Context: an optimization exercise on an open-source flow, tuned for small area. The choices shown serve that exercise and are no tape-out recipe. Only simulation tests tie the RTL to the original design; equivalence was not proved. Power and IR drop assume default switching activity.

==> design.v <==
typedef struct packed {
    reg [7:0] id;
    reg [11:0] h_total;
    reg [11:0] h_active;
    reg [11:0] h_front_porch;
    reg [11:0] h_sync;
    reg [11:0] h_back_porch;
    reg h_sync_pol;
    reg [11:0] v_active;
    reg [11:0] v_front_porch;
    reg [11:0] v_sync;
    reg [11:0] v_total_1;
    reg [11:0] v_back_porch_1;
    reg [11:0] v_pxl_offset_1;
    reg [11:0] v_total_2;
    reg [11:0] v_back_porch_2;
    reg [11:0] v_pxl_offset_2;
    reg v_sync_pol;
    reg [11:0] h_field_start;
    reg [11:0] h_field_end;
    reg [11:0] v_field1_start;
    reg [11:0] v_field1_end;
    reg [11:0] v_field2_start;
    reg [11:0] v_field2_end;
    reg [11:0] v_field3_start;
    reg [11:0] v_field3_end;
    reg [3:0] h_res_divider;
    reg [3:0] v_res_divider;
    reg [11:0] h_res_start;
    reg [3:0] h_lag_divider;
    reg [3:0] v_lag_divider;
    reg [11:0] h_lag_start;
    reg [11:0] v_lag_start;
} VideoMode;
module char_rom (
    input clock,
    input [7:0] address,
    output [7:0] q
);
reg[7:0] q_reg;
reg[7:0] q_reg_2;
assign q = q_reg_2;
always @(posedge clock) begin
    case (address)
        0000: q_reg <= 8'b00000000;
0001: q_reg <= 8'b00000000;
0002: q_reg <= 8'b00111100;
0003: q_reg <= 8'b01000010;
0004: q_reg <= 8'b01000010;
0005: q_reg <= 8'b01000110;
0006: q_reg <= 8'b01001010;
0007: q_reg <= 8'b01010010;
0008: q_reg <= 8'b01100010;
0009: q_reg <= 8'b01000010;
0010: q_reg <= 8'b01000010;
0011: q_reg <= 8'b01000010;
0012: q_reg <= 8'b00111100;
0013: q_reg <= 8'b00000000;
0014: q_reg <= 8'b00000000;
0015: q_reg <= 8'b00000000;
0016: q_reg <= 8'b00000000;
0017: q_reg <= 8'b00000000;
0018: q_reg <= 8'b00011000;
0019: q_reg <= 8'b00101000;
0020: q_reg <= 8'b00001000;
0021: q_reg <= 8'b00001000;
0022: q_reg <= 8'b00001000;
0023: q_reg <= 8'b00001000;
0024: q_reg <= 8'b00001000;
0025: q_reg <= 8'b00001000;
0026: q_reg <= 8'b00001000;
0027: q_reg <= 8'b00001000;
0028: q_reg <= 8'b00111110;
0029: q_reg <= 8'b00000000;
0030: q_reg <= 8'b00000000;
0031: q_reg <= 8'b00000000;
0032: q_reg <= 8'b00000000;
0033: q_reg <= 8'b00000000;
0034: q_reg <= 8'b00111100;
0035: q_reg <= 8'b01000010;
0036: q_reg <= 8'b00000010;
0037: q_reg <= 8'b00000010;
0038: q_reg <= 8'b00000010;
0039: q_reg <= 8'b00000010;
0040: q_reg <= 8'b00111100;
0041: q_reg <= 8'b01000000;
0042: q_reg <= 8'b01000000;
0043: q_reg <= 8'b01000000;
0044: q_reg <= 8'b01111110;
0045: q_reg <= 8'b00000000;
0046: q_reg <= 8'b00000000;
0047: q_reg <= 8'b00000000;
0048: q_reg <= 8'b00000000;
0049: q_reg <= 8'b00000000;
0050: q_reg <= 8'b00111100;
0051: q_reg <= 8'b01000010;
0052: q_reg <= 8'b00000010;
0053: q_reg <= 8'b00000010;
0054: q_reg <= 8'b00001100;
0055: q_reg <= 8'b00000010;
0056: q_reg <= 8'b00000010;
0057: q_reg <= 8'b00000010;
0058: q_reg <= 8'b00000010;
0059: q_reg <= 8'b01000010;
0060: q_reg <= 8'b00111100;
0061: q_reg <= 8'b00000000;
0062: q_reg <= 8'b00000000;
0063: q_reg <= 8'b00000000;
0064: q_reg <= 8'b00000000;
0065: q_reg <= 8'b00000000;
0066: q_reg <= 8'b00001000;
0067: q_reg <= 8'b00001000;
0068: q_reg <= 8'b00011000;
0069: q_reg <= 8'b00011000;
0070: q_reg <= 8'b00101000;
0071: q_reg <= 8'b00101000;
0072: q_reg <= 8'b01001000;
0073: q_reg <= 8'b01001000;
0074: q_reg <= 8'b01111110;
0075: q_reg <= 8'b00001000;
0076: q_reg <= 8'b00001000;
0077: q_reg <= 8'b00000000;
0078: q_reg <= 8'b00000000;
0079: q_reg <= 8'b00000000;
0080: q_reg <= 8'b00000000;
0081: q_reg <= 8'b00000000;
0082: q_reg <= 8'b01111110;
0083: q_reg <= 8'b01000000;
0084: q_reg <= 8'b01000000;
0085: q_reg <= 8'b01000000;
0086: q_reg <= 8'b01111100;
0087: q_reg <= 8'b00000010;
0088: q_reg <= 8'b00000010;
0089: q_reg <= 8'b00000010;
0090: q_reg <= 8'b00000010;
0091: q_reg <= 8'b01000010;
0092: q_reg <= 8'b00111100;
0093: q_reg <= 8'b00000000;
0094: q_reg <= 8'b00000000;
0095: q_reg <= 8'b00000000;
0096: q_reg <= 8'b00000000;
0097: q_reg <= 8'b00000000;
0098: q_reg <= 8'b00111100;
0099: q_reg <= 8'b01000000;
0100: q_reg <= 8'b01000000;
0101: q_reg <= 8'b01000000;
0102: q_reg <= 8'b01111100;
0103: q_reg <= 8'b01000010;
0104: q_reg <= 8'b01000010;
0105: q_reg <= 8'b01000010;
0106: q_reg <= 8'b01000010;
0107: q_reg <= 8'b01000010;
0108: q_reg <= 8'b00111100;
0109: q_reg <= 8'b00000000;
0110: q_reg <= 8'b00000000;
0111: q_reg <= 8'b00000000;
0112: q_reg <= 8'b00000000;
0113: q_reg <= 8'b00000000;
0114: q_reg <= 8'b01111110;
0115: q_reg <= 8'b00000010;
0116: q_reg <= 8'b00000010;
0117: q_reg <= 8'b00000100;
0118: q_reg <= 8'b00000100;
0119: q_reg <= 8'b00001000;
0120: q_reg <= 8'b00001000;
0121: q_reg <= 8'b00010000;
0122: q_reg <= 8'b00010000;
0123: q_reg <= 8'b00010000;
0124: q_reg <= 8'b00010000;
0125: q_reg <= 8'b00000000;
0126: q_reg <= 8'b00000000;
0127: q_reg <= 8'b00000000;
0128: q_reg <= 8'b00000000;
0129: q_reg <= 8'b00000000;
0130: q_reg <= 8'b00111100;
0131: q_reg <= 8'b01000010;
0132: q_reg <= 8'b01000010;
0133: q_reg <= 8'b01000010;
0134: q_reg <= 8'b00111100;
0135: q_reg <= 8'b01000010;
0136: q_reg <= 8'b01000010;
0137: q_reg <= 8'b01000010;
0138: q_reg <= 8'b01000010;
0139: q_reg <= 8'b01000010;
0140: q_reg <= 8'b00111100;
0141: q_reg <= 8'b00000000;
0142: q_reg <= 8'b00000000;
0143: q_reg <= 8'b00000000;
0144: q_reg <= 8'b00000000;
0145: q_reg <= 8'b00000000;
0146: q_reg <= 8'b00111100;
0147: q_reg <= 8'b01000010;
0148: q_reg <= 8'b01000010;
0149: q_reg <= 8'b01000010;
0150: q_reg <= 8'b01000010;
0151: q_reg <= 8'b01000010;
0152: q_reg <= 8'b00111110;
0153: q_reg <= 8'b00000010;
0154: q_reg <= 8'b00000010;
0155: q_reg <= 8'b00000010;
0156: q_reg <= 8'b00111100;
0157: q_reg <= 8'b00000000;
0158: q_reg <= 8'b00000000;
0159: q_reg <= 8'b00000000;
    endcase
    q_reg_2 <= q_reg;
end
endmodule
module lagdisplay(
    input clock,
    input [3:0] addr,
    output [WIDTH-1:0] q
);
    parameter WIDTH = 512;
    reg [WIDTH-1:0] q_reg;
    reg [WIDTH-1:0] q_reg_2;
    always @(posedge clock) begin
        case (addr)
00: q_reg <= 512'b00000000000000000000000000000000000000000000000000000000000000000000000000000000000000000000000000000000000000000000000000000000000000000000000000000000000000000000000000000000000000000000000000000000000000000000000000000000000000000000000000000000000000000000000000000000000000000000000000000000000000000000000000000000000000000000000000000000000000000000000000000000000000000000000000000000000000000000000000000000000000000000000000000000000000000000000000000000000000000000000000000000000000000000000000000000;
01: q_reg <= 512'b00000000000000000000000000000000000000000000000000000000000000000000000000000000000000000000000000000000000000000000000000000000000000000000000000000000000000000000000000000000000000000000000000000000000000000000000000000000000000000000000000000000000000000000000000000000000000000000000000000000000000000000000000000000000000000000000000000000000000000000000000000000000000000000000000000000000000000000000000000000000000000000000000000000000000000000000000000000000000000000000000000000000000000000000000000000;
02: q_reg <= 512'b01000000000000000000000000000000000100000000000000000000000000000000000000000000000000000000000000000000000000000000000000000000000100000000000000000000000000000000000000000000000000000000000000000000000000000001000000000000000000000000000000000000000000000000000000000000000000000000000000000000000000000000000000000000000000000000000000000000000000000000000000000000000000000000000000000000000000000000000000000000000000000000000000000000000000000000000000000000000000000000000000000000000000000000000000000000;
03: q_reg <= 512'b01000000000000000000000000000000000000000000000000000000000000000000000000000000000000000000000000000000000000000000000000000000000100000000000000000000000000000000000000000000000000000000000000000000000000000000000000000000000000100000000000000000000000000000000000000000000000000000000000000000000000000000000000000000000000000000001000000000000000000000000000000000000000000000000000000000000000000000000000000000000000000000000000000000000000000000000000000000000000000000000000000000000000000000000000000000;
04: q_reg <= 512'b01000000000000000000000000000000000000000000000000000000000000000000000000000000000000000000000000000000000000000000000000000000000100000000000000000000000000000000000000000000000000000000000000000000000000000000000000000000000000100000000000000000000000000000000000000000000000000000000000000000000000000000000000000000000000000000001000000000000000000000000000000000000000000000000000000000000000000000000000000000000000000000000000000000000000000000000000000000000000000000000000000000000000000000000000000000;
05: q_reg <= 512'b01000000001110000011110000000000001100000111100000000000011010000011100000000000000111000100010000011100000111000011100001111000001110000000000000000000000000000000000000000000000000000000000000000000011010000011000001111000000001000110100000111000010001000000000000000000000000000000000000000000000000000000000000000000000000000000010000000000000000000000000000000000000000000000000000000000001110000100010000111000000111000011100000111100001110000000000000000000000000000000000000000000000000000000000000000000;
06: q_reg <= 512'b01000000000001000100010000000000000100000100010000000000010101000100000000010000001000000100010000100000001000000100010001000100000100000001000000000000000000000000000000000000000000000000000000000000010101000001000001000100000001000101010000000100001010000001000000000000000000000000000000000000000000000000000000000000000000000000010000000000000000000000000000000000000000000000000000000000000001000100010001000100001000000000010001000100010001000001000000000000000000000000000000000000000000000000000000000000;
07: q_reg <= 512'b01000000000001000100010000000000000100000100010000000000010101000100000000000000001000000100010000100000001000000100010001000100000100000000000000000000001111100011111000111110000000000011111000111110010101000001000001000100000010000101010000000100001010000000000000000000001111100011111000111110000000000011111000111110000000000000100000000000001111100011111000111110000000000011111000111110000001000100010001000100001000000000010001000100010001000000000000000000001111100011111000111110000000000011111000111110;
08: q_reg <= 512'b01000000001111000100010000000000000100000100010000000000010101000011100000000000001000000100010000100000001000000111100001000100000100000000000000000000000000000000000000000000000000000000000000000000010101000001000001000100000010000101010000111100000100000000000000000000000000000000000000000000000000000000000000000000000000000000100000000000000000000000000000000000000000000000000000000000001111000100010001111000001000000011110001000100011110000000000000000000000000000000000000000000000000000000000000000000;
09: q_reg <= 512'b01000000010001000100010000000000000100000100010000000000010101000000010000000000001000000100010000100000001000000100000001000100000100000000000000000000000000000000000000000000000000000000000000000000010101000001000001000100000100000101010001000100000100000000000000000000000000000000000000000000000000000000000000000000000000000001000000000000000000000000000000000000000000000000000000000000010001000010100001000000001000000100010001000100010000000000000000000000000000000000000000000000000000000000000000000000;
10: q_reg <= 512'b01000000010001000100010000000000000100000100010000000000010101000000010000000000001000000100010000100000001000000100000001000100000100000000000000000000000000000000000000000000000000000000000000000000010101000001000001000100000100000101010001000100001010000000000000000000000000000000000000000000000000000000000000000000000000000001000000000000000000000000000000000000000000000000000000000000010001000010100001000000001000000100010001000100010000000000000000000000000000000000000000000000000000000000000000000000;
11: q_reg <= 512'b01000000010001000100010000000000000100000100010000000000010101000000010000000000001000000100010000100000001000000100000001000100000100000000000000000000000000000000000000000000000000000000000000000000010101000001000001000100001000000101010001000100001010000000000000000000000000000000000000000000000000000000000000000000000000000010000000000000000000000000000000000000000000000000000000000000010001000001000001000000001000000100010001000100010000000000000000000000000000000000000000000000000000000000000000000000;
12: q_reg <= 512'b01111110001111000011110000000000001110000100010000000000010101000111100000010000000111000011100000100000001000000011110001000100000011000001000000000000000000000000000000000000000100000000000000000000010101000011100001000100001000000101010000111100010001000001000000000000000000000000000000000000000100000000000000000000000000000010000000000000000000000000000000000000000100000000000000000000001111000001000000111100001000000011110000111100001111000001000000000000000000000000000000000000000100000000000000000000;
13: q_reg <= 512'b00000000000000000000010000000000000000000000000000000000000000000000000000000000000000000000000000000000000000000000000000000000000000000000000000000000000000000000000000000000000000000000000000000000000000000000000000000000000000000000000000000000000000000000000000000000000000000000000000000000000000000000000000000000000000000000000000000000000000000000000000000000000000000000000000000000000000000000000000000000000000000000000000000100000000000000000000000000000000000000000000000000000000000000000000000000;
14: q_reg <= 512'b00000000000000000000010000000000000000000000000000000000000000000000000000000000000000000000000000000000000000000000000000000000000000000000000000000000000000000000000000000000000000000000000000000000000000000000000000000000000000000000000000000000000000000000000000000000000000000000000000000000000000000000000000000000000000000000000000000000000000000000000000000000000000000000000000000000000000000000000000000000000000000000000000000100000000000000000000000000000000000000000000000000000000000000000000000000;
15: q_reg <= 512'b00000000000000000011100000000000000000000000000000000000000000000000000000000000000000000000000000000000000000000000000000000000000000000000000000000000000000000000000000000000000000000000000000000000000000000000000000000000000000000000000000000000000000000000000000000000000000000000000000000000000000000000000000000000000000000000000000000000000000000000000000000000000000000000000000000000000000000000000000000000000000000000000000111000000000000000000000000000000000000000000000000000000000000000000000000000;
endcase
        q_reg_2 <= q_reg;
    end
    assign q = q_reg_2;
endmodule 
module resolution(
    input clock,
    input VideoMode videoMode,
    input [3:0] addr,
    output [12'd136-1:0] q
);
    reg [12'd136-1:0] q_reg;
    always @(posedge clock) begin
        case (addr)
            00: q_reg <= 0;
            01: q_reg <= 0;
            02: q_reg <= { 96'b111111100001000000000000000000000000000000111100000100000000000000000000000100000100000000000000, (videoMode.id[3] ? 32'b00000000000010000011110000111100 : (videoMode.id[2] ? 32'b00000000011111100011110000111100 : 32'b00011000001111000011110000111100)), (videoMode.id[0] ? 8'b00010000 : 8'b00000000 ) };
            03: q_reg <= { 96'b000100000000000000000000000000000000000001000010000100000000000000000000000100000100000000000000, (videoMode.id[3] ? 32'b00000000000010000100001001000010 : (videoMode.id[2] ? 32'b00000000000000100100001001000010 : 32'b00101000010000100100001001000010)), (videoMode.id[0] ? 8'b00000000 : 8'b00000000 ) };
            04: q_reg <= { 96'b000100000000000000000000000000000000000001000000000100000000000000000000000100000100000000000000, (videoMode.id[3] ? 32'b00000000000110000100001001000010 : (videoMode.id[2] ? 32'b00000000000000100000001001000010 : 32'b00001000010000100100001001000010)), (videoMode.id[0] ? 8'b00000000 : 8'b00000000 ) };
            05: q_reg <= { 96'b000100000011000001101000001110000000000001000000000100000011100001000100001110000111100000000000, (videoMode.id[3] ? 32'b00000000000110000100001001000110 : (videoMode.id[2] ? 32'b00000000000001000000001001000110 : 32'b00001000010001100100001001000110)), (videoMode.id[0] ? 8'b00110000 : 8'b01111000 ) };
            06: q_reg <= { 96'b000100000001000001010100010001000000000000111100000100000100010001000100000100000100010000000000, (videoMode.id[3] ? 32'b00000000001010000011110001001010 : (videoMode.id[2] ? 32'b00000000000001000000001001001010 : 32'b00001000010010100011110001001010)), (videoMode.id[0] ? 8'b00010000 : 8'b01000100 ) };
            07: q_reg <= { 96'b000100000001000001010100010001000000000000000010000100000100010001000100000100000100010000000000, (videoMode.id[3] ? 32'b00000000001010000100001001010010 : (videoMode.id[2] ? 32'b00000000000010000000001001010010 : 32'b00001000010100100100001001010010)), (videoMode.id[0] ? 8'b00010000 : 8'b01000100 ) };
            08: q_reg <= { 96'b000100000001000001010100011110000000000000000010000100000111100001000100000100000100010000000000, (videoMode.id[3] ? 32'b00000000010010000100001001100010 : (videoMode.id[2] ? 32'b00000000000010000011110001100010 : 32'b00001000011000100100001001100010)), (videoMode.id[0] ? 8'b00010000 : 8'b01000100 ) };
            09: q_reg <= { 96'b000100000001000001010100010000000000000000000010000100000100000001000100000100000100010000000000, (videoMode.id[3] ? 32'b00000000010010000100001001000010 : (videoMode.id[2] ? 32'b00000000000100000100000001000010 : 32'b00001000010000100100001001000010)), (videoMode.id[0] ? 8'b00010000 : 8'b01000100 ) };
            10: q_reg <= { 96'b000100000001000001010100010000000000000000000010000100000100000001000100000100000100010000000000, (videoMode.id[3] ? 32'b00000000011111100100001001000010 : (videoMode.id[2] ? 32'b00000000000100000100000001000010 : 32'b00001000010000100100001001000010)), (videoMode.id[0] ? 8'b00010000 : 8'b01000100 ) };
            11: q_reg <= { 96'b000100000001000001010100010000000000000001000010000100000100000001000100000100000100010000000000, (videoMode.id[3] ? 32'b00000000000010000100001001000010 : (videoMode.id[2] ? 32'b00000000000100000100000001000010 : 32'b00001000010000100100001001000010)), (videoMode.id[0] ? 8'b00010000 : 8'b01000100 ) };
            12: q_reg <= { 96'b000100000011100001010100001111000000000000111100000011000011110000111000000011000100010000000000, (videoMode.id[3] ? 32'b00000000000010000011110000111100 : (videoMode.id[2] ? 32'b00000000000100000111111000111100 : 32'b00111110001111000011110000111100)), (videoMode.id[0] ? 8'b00111000 : 8'b01111000 ) };
            13: q_reg <= { 128'b0, (videoMode.id[0] ? 8'b00000000 : 8'b01000000 ) };
            14: q_reg <= { 128'b0, (videoMode.id[0] ? 8'b00000000 : 8'b01000000 ) };
            15: q_reg <= { 128'b0, (videoMode.id[0] ? 8'b00000000 : 8'b01000000 ) };
        endcase
    end
    assign q = q_reg;
endmodule 
module video_config(
    input clock,
    input reset,
    input [7:0] data_in,
    output VideoMode videoMode
);
const VideoMode VIDEO_MODE_480P = {
    8'b0000_1000,  
    12'd858,    
    12'd720,    
    12'd16,     
    12'd62,     
    12'd60,     
    1'b0,       
    12'd480,    
    12'd9,      
    12'd6,      
    12'd525,    
    12'd30,     
    12'd0,      
    12'd525,    
    12'd30,     
    12'd0,      
    1'b0,       
    12'd40,     
    12'd200,    
    12'd0,      
    12'd40,     
    12'd220,    
    12'd260,    
    12'd440,    
    12'd480,    
    4'd0,       
    4'd0,       
    12'd720 - 12'd136,    
    4'd1,       
    4'd1,       
    12'd110,    
    12'd50      
};
const VideoMode VIDEO_MODE_480I = {
    8'b0000_1001,  
    12'd1716,   
    12'd1440,   
    12'd38,     
    12'd124,    
    12'd114,    
    1'b0,       
    12'd240,    
    12'd4,      
    12'd3,      
    12'd262,    
    12'd15,     
    12'd0,      
    12'd263,    
    12'd16,     
    12'd858,    
    1'b0,       
    12'd80,     
    12'd400,    
    12'd0,      
    12'd20,     
    12'd110,    
    12'd130,    
    12'd220,    
    12'd240,    
    4'd1,       
    4'd0,       
    12'd720 - 12'd136,    
    4'd2,       
    4'd0,       
    12'd110,    
    12'd25      
};
const VideoMode VIDEO_MODE_720P = {
    8'b0000_0100,   
    12'd1650,   
    12'd1280,   
    12'd110,    
    12'd40,     
    12'd220,    
    1'b1,       
    12'd720,    
    12'd5,      
    12'd5,      
    12'd750,    
    12'd20,     
    12'd0,      
    12'd750,    
    12'd20,     
    12'd0,      
    1'b1,       
    12'd80,     
    12'd400,    
    12'd0,      
    12'd60,     
    12'd330,    
    12'd390,    
    12'd660,    
    12'd720,    
    4'd1,       
    4'd1,       
    12'd640 - 12'd136,    
    4'd2,       
    4'd2,       
    12'd110,    
    12'd60      
};
const VideoMode VIDEO_MODE_1080P = {
    8'b0000_0010,  
    12'd1100,   
    12'd960,    
    12'd44,     
    12'd22,     
    12'd74,     
    1'b1,       
    12'd1080,   
    12'd4,      
    12'd5,      
    12'd1125,   
    12'd36,     
    12'd0,      
    12'd1125,   
    12'd36,     
    12'd0,      
    1'b1,       
    12'd60,     
    12'd300,    
    12'd0,      
    12'd90,     
    12'd495,    
    12'd585,    
    12'd990,    
    12'd1080,   
    4'd0,       
    4'd1,       
    12'd960 - 12'd136,    
    4'd1,       
    4'd2,       
    12'd180,     
    12'd120     
};
const VideoMode VIDEO_MODE_1080I = {
    8'b0000_0011,  
    12'd2200,   
    12'd1920,   
    12'd88,     
    12'd44,     
    12'd148,    
    1'b1,       
    12'd540,    
    12'd2,      
    12'd5,      
    12'd562,    
    12'd15,     
    12'd0,      
    12'd563,    
    12'd16,     
    12'd1100,   
    1'b1,       
    12'd120,    
    12'd600,    
    12'd0,      
    12'd45,     
    12'd247,    
    12'd292,    
    12'd495,    
    12'd540,   
    4'd1,       
    4'd0,       
    12'd960 - 12'd136,    
    4'd2,       
    4'd1,       
    12'd180,     
    12'd60     
};
    reg [7:0] data_in_reg;
    VideoMode videoMode_reg;
    assign videoMode = videoMode_reg;
    always @(posedge clock) begin
        data_in_reg <= data_in;
        if (reset) begin
            case (data_in)
                8'b0000_0011: videoMode_reg <= VIDEO_MODE_1080I;
                8'b0000_0100: videoMode_reg <= VIDEO_MODE_720P;
                8'b0000_1000: videoMode_reg <= VIDEO_MODE_480P;
                8'b0000_1001: videoMode_reg <= VIDEO_MODE_480I;
                default: videoMode_reg <= VIDEO_MODE_1080P;
            endcase
        end else if (data_in_reg != data_in) begin
            case (data_in)
                8'b0000_0010: videoMode_reg <= VIDEO_MODE_1080P;
                8'b0000_0011: videoMode_reg <= VIDEO_MODE_1080I;
                8'b0000_0100: videoMode_reg <= VIDEO_MODE_720P;
                8'b0000_1000: videoMode_reg <= VIDEO_MODE_480P;
                8'b0000_1001: videoMode_reg <= VIDEO_MODE_480I;
            endcase
        end
    end
endmodule
module timingsgen(
    input clock,
    input reset,
    input VideoMode videoMode,
    output reg [11:0] counterX,
    output reg [11:0] counterY,
    output reg [11:0] visible_counterX,
    output reg [11:0] visible_counterY,
    output reg hsync,
    output reg vsync,
    output reg de,
    output reg state
);
    always @(posedge clock) begin
        if (reset) begin
            counterX <= 0;
            counterY <= 0;
            state <= 0;
        end else if (counterX < videoMode.h_total - 1) begin
            counterX <= counterX + 1'b1;
        end else begin
            counterX <= 0;
            if (counterY < (state ? videoMode.v_total_2 : videoMode.v_total_1) - 1) begin
                counterY <= counterY + 1'b1;
            end else begin
                counterY <= 0;
                state <= ~state;
            end
        end
    end 
    always @(posedge clock) begin
        visible_counterX <= counterX + 1'b1   - (videoMode.h_sync + videoMode.h_back_porch);
        visible_counterY <= counterY - (videoMode.v_sync + (state ? videoMode.v_back_porch_2 : videoMode.v_back_porch_1));
    end
    always @(posedge clock) begin
        if (counterX < videoMode.h_sync) begin
            hsync <= videoMode.h_sync_pol;
        end else begin
            hsync <= ~videoMode.h_sync_pol;
        end
    end
    always @(posedge clock) begin
        if (counterY <= videoMode.v_sync) begin
            if (counterY == 0 && counterX < (state ? videoMode.v_pxl_offset_2 : videoMode.v_pxl_offset_1)
             || counterY == videoMode.v_sync && counterX >= (state ? videoMode.v_pxl_offset_2 : videoMode.v_pxl_offset_1)) begin
                vsync <= ~videoMode.v_sync_pol;
            end else begin
                vsync <= videoMode.v_sync_pol;
            end
        end else begin
            vsync <= ~videoMode.v_sync_pol;
        end
    end
    always @(posedge clock) begin
        if (counterX >= videoMode.h_sync + videoMode.h_back_porch
         && counterY >= videoMode.v_sync + (state ? videoMode.v_back_porch_2 : videoMode.v_back_porch_1)
         && counterX < videoMode.h_sync + videoMode.h_back_porch + videoMode.h_active
         && counterY < videoMode.v_sync + (state ? videoMode.v_back_porch_2 : videoMode.v_back_porch_1) + videoMode.v_active)
        begin
            de <= 1'b1;
        end else begin
            de <= 0;
        end
    end
endmodule
module textgen(
    input clock,
    input VideoMode videoMode,
    input [11:0] counterX,
    input [11:0] visible_counterX,
    input [11:0] visible_counterY,
    input [79:0] bcdcount,
    output [12'd136-1:0] resolution_line,
    output reg [512-1:0] lagdisplay_line_out
);
    wire [512-1:0] lagdisplay_line;
    reg trigger_write_lag;
    reg [5:0] write_lag_counter;
    reg [3:0] resolution_addr;
    reg [3:0] lagdisplay_addr;
    reg [7:0] char_addr;
    wire [7:0] char_data;
    char_rom char_rom_inst(
        .clock(clock),
        .address(char_addr),
        .q(char_data)
    );
    resolution resolution(
        .clock(clock),
        .videoMode(videoMode),
        .addr(resolution_addr),
        .q(resolution_line)
    );
    lagdisplay lagdisplay(
        .clock(clock),
        .addr(lagdisplay_addr),
        .q(lagdisplay_line)
    );
    always @(posedge clock) begin
        case (counterX)
            0: begin
                resolution_addr <= (visible_counterY + 1'b1) >> videoMode.v_res_divider;
                lagdisplay_addr <= (visible_counterY + 1'b1 - videoMode.v_lag_start) >> videoMode.v_lag_divider;
            end
            2: begin
                trigger_write_lag <= 1;
            end
            3: begin
                trigger_write_lag <= 0;
            end
        endcase
    end
    task idwc;
        begin
            write_lag_counter <= write_lag_counter + 1'b1;
        end
    endtask
    always @(posedge clock) begin
        if (trigger_write_lag) begin
            write_lag_counter <= 0;
        end else begin
            case (write_lag_counter)
                0: begin
                    lagdisplay_line_out <= lagdisplay_line;
                    idwc();
                end
                1: begin
                    if (bcdcount[19:0] == 20'h9_99_99) begin
                        write_lag_counter <= write_lag_counter + 6'd9;
                    end else begin
                        idwc();
                    end
                end
                2: begin
                    char_addr <= lagdisplay_addr + (bcdcount[3:0] << 4);
                    idwc();
                end
                3: begin
                    char_addr <= lagdisplay_addr + (bcdcount[7:4] << 4);
                    idwc();
                end
                4: begin
                    char_addr <= lagdisplay_addr + (bcdcount[11:8] << 4);
                    idwc();
                end
                5: begin
                    lagdisplay_line_out[319:312] <= char_data;
                    char_addr <= lagdisplay_addr + (bcdcount[15:12] << 4);
                    idwc();
                end
                6: begin
                    lagdisplay_line_out[327:320] <= char_data;
                    char_addr <= lagdisplay_addr + (bcdcount[19:16] << 4);
                    idwc();
                end
                7: begin
                    lagdisplay_line_out[343:336] <= char_data;
                    idwc();
                end
                8: begin
                    lagdisplay_line_out[351:344] <= char_data;
                    idwc();
                end
                9: begin
                    lagdisplay_line_out[360:352] <= char_data;
                    idwc();
                end
                10: begin
                    if (bcdcount[39:20] == 20'h9_99_99) begin
                        write_lag_counter <= write_lag_counter + 6'd9;
                    end else begin
                        idwc();
                    end
                end
                11: begin
                    char_addr <= lagdisplay_addr + (bcdcount[23:20] << 4);
                    idwc();
                end
                12: begin
                    char_addr <= lagdisplay_addr + (bcdcount[27:24] << 4);
                    idwc();
                end
                13: begin
                    char_addr <= lagdisplay_addr + (bcdcount[31:28] << 4);
                    idwc();
                end
                14: begin
                    lagdisplay_line_out[199:192] <= char_data;
                    char_addr <= lagdisplay_addr + (bcdcount[35:32] << 4);
                    idwc();
                end
                15: begin
                    lagdisplay_line_out[207:200] <= char_data;
                    char_addr <= lagdisplay_addr + (bcdcount[39:36] << 4);
                    idwc();
                end
                16: begin
                    lagdisplay_line_out[223:216] <= char_data;
                    idwc();
                end
                17: begin
                    lagdisplay_line_out[231:224] <= char_data;
                    idwc();
                end
                18: begin
                    lagdisplay_line_out[239:232] <= char_data;
                    idwc();
                end
                19: begin
                    if (bcdcount[59:40] == 0) begin
                        write_lag_counter <= write_lag_counter + 6'd9;
                    end else begin
                        idwc();
                    end
                end
                20: begin
                    char_addr <= lagdisplay_addr + (bcdcount[43:40] << 4);
                    idwc();
                end
                21: begin
                    char_addr <= lagdisplay_addr + (bcdcount[47:44] << 4);
                    idwc();
                end
                22: begin
                    char_addr <= lagdisplay_addr + (bcdcount[51:48] << 4);
                    idwc();
                end
                23: begin
                    lagdisplay_line_out[127:120] <= char_data;
                    char_addr <= lagdisplay_addr + (bcdcount[55:52] << 4);
                    idwc();
                end
                24: begin
                    lagdisplay_line_out[136:128] <= char_data;
                    char_addr <= lagdisplay_addr + (bcdcount[59:56] << 4);
                    idwc();
                end
                25: begin
                    lagdisplay_line_out[151:144] <= char_data;
                    idwc();
                end
                26: begin
                    lagdisplay_line_out[159:152] <= char_data;
                    idwc();
                end
                27: begin
                    lagdisplay_line_out[167:160] <= char_data;
                    idwc();
                end
                28: begin
                    if (bcdcount[79:60] == 20'h9_99_99) begin
                        write_lag_counter <= write_lag_counter + 6'd9;
                    end else begin
                        idwc();
                    end
                end
                29: begin
                    char_addr <= lagdisplay_addr + (bcdcount[63:60] << 4);
                    idwc();
                end
                30: begin
                    char_addr <= lagdisplay_addr + (bcdcount[67:64] << 4);
                    idwc();
                end
                31: begin
                    char_addr <= lagdisplay_addr + (bcdcount[71:68] << 4);
                    idwc();
                end
                32: begin
                    lagdisplay_line_out[7:0] <= char_data;
                    char_addr <= lagdisplay_addr + (bcdcount[75:72] << 4);
                    idwc();
                end
                33: begin
                    lagdisplay_line_out[15:8] <= char_data;
                    char_addr <= lagdisplay_addr + (bcdcount[79:76] << 4);
                    idwc();
                end
                34: begin
                    lagdisplay_line_out[31:24] <= char_data;
                    idwc();
                end
                35: begin
                    lagdisplay_line_out[39:32] <= char_data;
                    idwc();
                end
                36: begin
                    lagdisplay_line_out[47:40] <= char_data;
                    idwc();
                end
            endcase
        end
    end 
endmodule
module videogen(
    input clock,
    input reset,
    input VideoMode videoMode,
    input [11:0] counterX,
    input [11:0] counterY,
    input [11:0] visible_counterX,
    input [11:0] visible_counterY,
    input [12'd136-1:0] resolution_line,
    input [512-1:0] lagdisplay_line,
    input state,
    output reg starttrigger,
    output reg [23:0] data
);
    reg [5:0] frameCounter;
    reg displayFields;
    reg [2:0] metaCounter;
    always @(posedge clock) begin
        if (reset) begin
            frameCounter <= 0;
            displayFields <= 0;
            metaCounter <= 0;
            starttrigger <= 0;
        end else if (counterX == videoMode.h_sync + videoMode.h_back_porch
         && counterY == videoMode.v_sync + (state ? videoMode.v_back_porch_2 : videoMode.v_back_porch_1)) begin
            if (frameCounter < 20 - 1 + metaCounter) begin
                frameCounter <= frameCounter + 1'b1;
            end else begin
                frameCounter <= 0;
            end
            if (frameCounter == 0) begin
                starttrigger <= 1;
                displayFields <= 1;
            end else if (frameCounter > 15 - 1) begin
                displayFields <= 0;
            end
            metaCounter <= metaCounter + 1'b1;
        end else begin
            starttrigger <= 0;
        end
    end
    always @(posedge clock) begin
        doOutputValue(
            visible_counterX,
            visible_counterY,
            (12'd136 - 1) - ((visible_counterX >> videoMode.h_res_divider) - videoMode.h_res_start),
            (512 - 1) - ((visible_counterX >> videoMode.h_lag_divider) - videoMode.h_lag_start)
        );
    end
    task doOutputValue;
        input [11:0] xpos;
        input [11:0] ypos;
        input [11:0] resolution_hpos;
        input [11:0] lagdisplay_hpos;
        begin
            if (displayFields && 
                (xpos >= videoMode.h_field_start && xpos < videoMode.h_field_end && 
                   ((ypos >= videoMode.v_field1_start && ypos < videoMode.v_field1_end)
                 || (ypos >= videoMode.v_field2_start && ypos < videoMode.v_field2_end)
                 || (ypos >= videoMode.v_field3_start && ypos < videoMode.v_field3_end))))
            begin
                data <= 24'hFF_FF_FF;
            end else if (
                    ypos < (12'd16 << videoMode.v_res_divider) 
                && (xpos >> videoMode.h_res_divider) >= videoMode.h_res_start
            ) begin  
                if (resolution_line[resolution_hpos]) begin
                    data <= 24'hFF_FF_FF;
                end else begin
                    data <= 0;
                end
            end else if (
                   ypos >= videoMode.v_lag_start
                && ypos < videoMode.v_lag_start + (12'd16 << videoMode.v_lag_divider)
                && (xpos >> videoMode.h_lag_divider) >= videoMode.h_lag_start
                && (xpos >> videoMode.h_lag_divider) < videoMode.h_lag_start + 80
            ) begin
                if (lagdisplay_line[lagdisplay_hpos]) begin
                    data <= 24'hFF_FF_FF;
                end else begin
                    data <= 0;
                end
            end else if (
                   ypos >= videoMode.v_lag_start + (12'd16 << videoMode.v_lag_divider)
                && ypos < videoMode.v_lag_start + (12'd32 << videoMode.v_lag_divider)
                && (xpos >> videoMode.h_lag_divider) >= videoMode.h_lag_start
                && (xpos >> videoMode.h_lag_divider) < videoMode.h_lag_start + 120
            ) begin
                if (lagdisplay_line[lagdisplay_hpos - 80]) begin
                    data <= 24'hFF_FF_FF;
                end else begin
                    data <= 0;
                end
            end else if (
                   ypos >= videoMode.v_lag_start + (12'd32 << videoMode.v_lag_divider)
                && ypos < videoMode.v_lag_start + (12'd48 << videoMode.v_lag_divider)
                && (xpos >> videoMode.h_lag_divider) >= videoMode.h_lag_start
                && (xpos >> videoMode.h_lag_divider) < videoMode.h_lag_start + 192
            ) begin
                if (lagdisplay_line[lagdisplay_hpos - 200]) begin
                    data <= 24'hFF_FF_FF;
                end else begin
                    data <= 0;
                end
            end else if (
                   ypos >= videoMode.v_lag_start + (12'd48 << videoMode.v_lag_divider)
                && ypos < videoMode.v_lag_start + (12'd64 << videoMode.v_lag_divider)
                && (xpos >> videoMode.h_lag_divider) >= videoMode.h_lag_start
                && (xpos >> videoMode.h_lag_divider) < videoMode.h_lag_start + 120
            ) begin
                if (lagdisplay_line[lagdisplay_hpos - 392]) begin
                    data <= 24'hFF_FF_FF;
                end else begin
                    data <= 0;
                end
            end else begin
                data <= 0;
            end
        end
    endtask
endmodule
module video(
    input clock,
    input reset,
    input [7:0] config_data,
    input [79:0] bcdcount,
    output [7:0] red,
    output [7:0] green,
    output [7:0] blue,
    output de,
    output hsync,
    output vsync,
    output starttrigger
);
    wire [11:0] counterX;
    wire [11:0] counterY;
    wire [11:0] visible_counterX;
    wire [11:0] visible_counterY;
    wire [12'd136-1:0] resolution_line;
    wire [512-1:0] lagdisplay_line;
    wire state;
    VideoMode videoMode;
    video_config video_config(
        .clock(clock),
        .reset(reset),
        .data_in(config_data),
        .videoMode(videoMode)
    );
    timingsgen timingsgen(
        .clock(clock),
        .reset(reset),
        .videoMode(videoMode),
        .counterX(counterX),
        .counterY(counterY),
        .visible_counterX(visible_counterX),
        .visible_counterY(visible_counterY),
        .hsync(hsync),
        .vsync(vsync),
        .de(de),
        .state(state)
    );
    textgen textgen(
        .clock(clock),
        .videoMode(videoMode),
        .counterX(counterX),
        .visible_counterX(visible_counterX),
        .visible_counterY(visible_counterY),
        .bcdcount(bcdcount),
        .resolution_line(resolution_line),
        .lagdisplay_line_out(lagdisplay_line)
    );
    videogen videogen(
        .clock(clock),
        .reset(reset),
        .videoMode(videoMode),
        .counterX(counterX),
        .counterY(counterY),
        .visible_counterX(visible_counterX),
        .visible_counterY(visible_counterY),
        .resolution_line(resolution_line),
        .lagdisplay_line(lagdisplay_line),
        .state(state),
        .starttrigger(starttrigger),
        .data({ red, green, blue })
    );
endmodule
==> run.sh <==
#!/bin/bash
# synth_recipe.tcl (not shown) runs the flow's synth.tcl, then flattens the netlist and writes it again
# the make line also repeats each setting of config.mk as NAME=value (left out here)
make -C /OpenROAD-flow-scripts/flow DESIGN_CONFIG=/design/flow/config.mk WORK_HOME=/design/flow/orfs CLKGATE_MAP_FILE= SYNTH_SCRIPT=/design/flow/synth_recipe.tcl finish
==> config.mk <==
export PLATFORM = sky130hd
export DESIGN_NAME = video
export DESIGN_NICKNAME = video
export VERILOG_FILES = /design/flow/design.v
export SDC_FILE = /design/flow/constraint.sdc
export NUM_CORES = 4
export LEC_CHECK = 0
export CAP_MARGIN = 20
export CORE_MARGIN = 2
export CORE_UTILIZATION = 40
export SLEW_MARGIN = 20
==> constraint.sdc <==
create_clock -name core_clock -period 10.0 [get_ports {clock}]
set_input_delay 2.0000 -clock core_clock [delete_from_list [all_inputs] [get_ports {clock}]]
set_output_delay 2.0000 -clock core_clock [all_outputs]
set_load 0.01 [all_outputs]
==> out/results.ini <==
[pwr]
powerDensity_nw_per_um2=274
ir_worst_vdd_mv=0.239
power.share.combinational_pct=54.5
power_switching_share_pct=45.7
total_leakage_power_uw=0.0130
share_seq_of_total_power_pct=28.0
netSwitchingPower_uw=3870
totalPowerFinal_uw=8460
power_frac_clock_pct=17.5
intPower_uw=4590

[timing]
worst_slew_slack_as_a_fraction_of_its_limit_pct=18.9
post-route-period-util_pct=66.0
setup_slack_ns=3.40
period_minus_slack_ns=6.60
final_hold_viol_count=0
number_of_slew_limit_violations_in_the_final_report=0
max_slew.worst_pin.slew_ns=1.21
final.setup_skew_ns=0.0162
setup_total_negative_slack_ns=0
setup-violations-final=0
timing.fmax_mhz=151
rsz0062_at_grt=false

[drt]
via_per_inst=6.08
drtIter0Drc=2584
drc=0
route.antenna.remaining_nets=0
routedWlPerCell_um=22.2
detail_route.wirelength_um=90500
via_count=24800
drtPass1Iterations=8

[synth]
warnings_synthesis=7
synth-edff-count=197
synth_top_flop_cell=edfxtp_1
mapped_cells=3120
yosys.cell_types.count=89
async_reset_ff_share_pct=0
synth.yosys.seq_area_share_pct=33.8
postSynthNetCount=3480
postSynthAreaPerCell_um2=8.87
synth_top_cell_by_area=edfxtp_1
synth_area_leaders=edfxtp_1 21%, dfxtp_1 12%, ha_1 12%
postSynthRegisterBits=368
post_synth_instance_area_um2=27700
top_cell_type_s_share_of_synthesized_area_pct=21.4

[placement]
routabilityCongestion=0.950
post-place-ws_ns=3.55
place.port_buffers=117
post_place_cells=4009
post-dp-hpwl_um=67300

[cts]
tritoncts=yes
clock_latency_on_the_worst_skew_pair_ns=0.59
cts-buffers-inserted=42
cts_max_path_buffers=3
cts_setup_buffers=0
clkTransAtPathRegs_ns=0.07
cts_root_buffer=clkbuf_16
cts_sinks=368
cts_max_level=2
count_of_cells_resized_by_post_cts_repair=0
cts.hold.buffers_added=0

[outcome]
result_of_the_run=finished clean

[setup_path]
critPathCaptureType=flop
arrival_ns=7.08
cp-start-kind=flop
setup.worst_path.class=flop to flop
critical_path.max_fanout=42
worst-endpoint-required_ns=10.47

[final_layout]
flow.area_growth_from_synthesis_pct=11.4
stdcell_count=4084
drive_gt1_share_pct=5.74
antennaDiodeCount=0
layout.cells.most_common=nand2_1
layout_common_cells=259 x nand2_1, 258 x ha_1, 217 x nor2_1
final_core_util_pct=44.9
largest_register_ffs=144
nets_final=3482

[global_route]
grt_pass1_wl_um=137000
grt.total_usage_pct=24.6
initial_antenna_violation_count=4
first_global_vias=23300
grt_overflow=0
grt_start_max_net_pins=49

[floorplan]
die_area_um2=71300
core_um2=68600
io_pins=118
rows=96
chipWidth_um=267
fp.dieH_um=267
starting_density_pct=40.3

[min_path]
hold_class=flop to flop

[job]
maxCapViolCount=0

power groups by stage:
stage / sequential [uW] / clock [uW] / combinational (uW)
after floorplan: 2200 / 0 / 3390
after CTS: 2360 / 1510 / 4510
after global routing: 2410 / 1570 / 5010
after detailed placement: 2390 / 0 / 4480
final: 2370 / 1480 / 4610
after global placement: 2380 / 0 / 4420
path summary, 6_finish.rpt:
path                                         from                               to  slack, ns  depth (start not counted)
setup / recovery  video_config.videoMode_reg[304]                videogen.data[22]       3.40                         17
hold / removal      textgen.lagdisplay.q_reg[282]  textgen.lagdisplay.q_reg_2[282]       0.33                          0
setup reg to reg  video_config.videoMode_reg[304]                videogen.data[22]       3.40                         17
hold reg to reg     textgen.lagdisplay.q_reg[282]  textgen.lagdisplay.q_reg_2[282]       0.33                          0
metrics by stage:
| step | instance area (um2) | hold slack (ns) |
|---|---|---|
| final | 30800 | 0.328 |
| after global placement | 29500 | 0.312 |
| after floorplan | 27700 | 0.310 |
| after CTS | 30800 | 0.330 |
| after detailed placement | 29500 | 0.313 |
| after global routing | 30800 | 0.333 |
logic make-up (layout without fill, tap and decap cells):
logic type,count (synthesis),after routing,synth area share (%)
and+or+nand+nor,990,990,17.7
AOI/OAI and AO/OA,890,890,22.0
DFF,368,368,33.8
buffers and inverters,364,397,5.35
adders and majority gates,270,270,12.5
xor gates and xnor gates,141,141,4.59
muxes,97,97,4.04
synth_stat cells, types with 14 or more instances:
cell and number:
mux2i_1 63, xnor2_1 97, a211oi_1 27, inv_1 159, nand3_1 105, edfxtp_1 197
a22oi_1 20, nand2b_1 43, o21ai_0 142, ha_1 259, a221oi_1 15, nand4_1 31
o22ai_1 14, nor2b_1 61, and3_1 26, o21a_1 26, nor4_1 37, xor2_1 41
o211ai_1 35, buf_1 22, a21o_1 156, nor2_1 218, a31oi_1 47, o2111ai_1 16
o21bai_1 17, nand2_1 259, a21oi_1 190, and2_1 33, a221o_1 15, o31ai_1 17
buf_4 23, o221ai_1 17, dfxtp_1 171, clkbuf_1 142, mux2_2 23, nor3_1 86
area by class of cell:
class	instances	area (um2)
timing repair buffer	158	1480
inverter	164	616
multi-input combinational	2388	16900
sequential	368	9340
tap	931	1160
clock inverter	22	173
clock buffer	53	1150
fill	6630	37800
routing by layer:
metal | part of all wire [%] | track usage [%] | up-vias
met1 | 47 | 36.5 | 12000
met2 | 43 | 37.4 | 1121
li1 | - | - | 11500
met4 | 2.3 | 6.50 | 2
met3 | 7.5 | 3.04 | 169
met5 | 0.014 | 0 | -
worst max-delay path, stage by stage, from the launching register on:
cell,delay [ns]
edfxtp_1,0.46
buf_4,0.42
mux2_2,0.81
o21ai_0,0.19
ha_2,0.73
buf_4,0.52
inv_1,0.43
o21ai_0,0.28
a21o_1,0.16
a21oi_1,0.07
o211ai_1,0.18
o221ai_1,0.19
a2111oi_0,0.72
buf_4,0.25
nand2_1,0.05
or4_1,0.51
a311o_1,0.37
o31a_1,0.10

## separate check: timing with driven ports
Ports are ideal in the flow. The routed layout listed here was re-timed in OpenROAD. Step 1, drivers: a clkbuf_16 drives clock and a buf_2 each remaining input, both assumed. Step 2 moves the port delays by t, midway between the first and last clock arrival at a register: inputs arrive t later, outputs are due t later. That takes back most of the time a late clock gives input paths. Three values: ideal, step 1, step 2; two values: the first two.
t, ns: 0.637
setup WS [ns]: 3.397 / 3.397 / 3.397
hold WS [ns]: 0.328 / 0.328 / 0.328
worst setup path after step 2: register to register
worst register clock-pin slew, ns: 0.07 / 0.07
After both steps this run still meets setup and hold. The setup slack of this run moves by 0.000 ns with the drivers and by 0.000 ns with both steps.
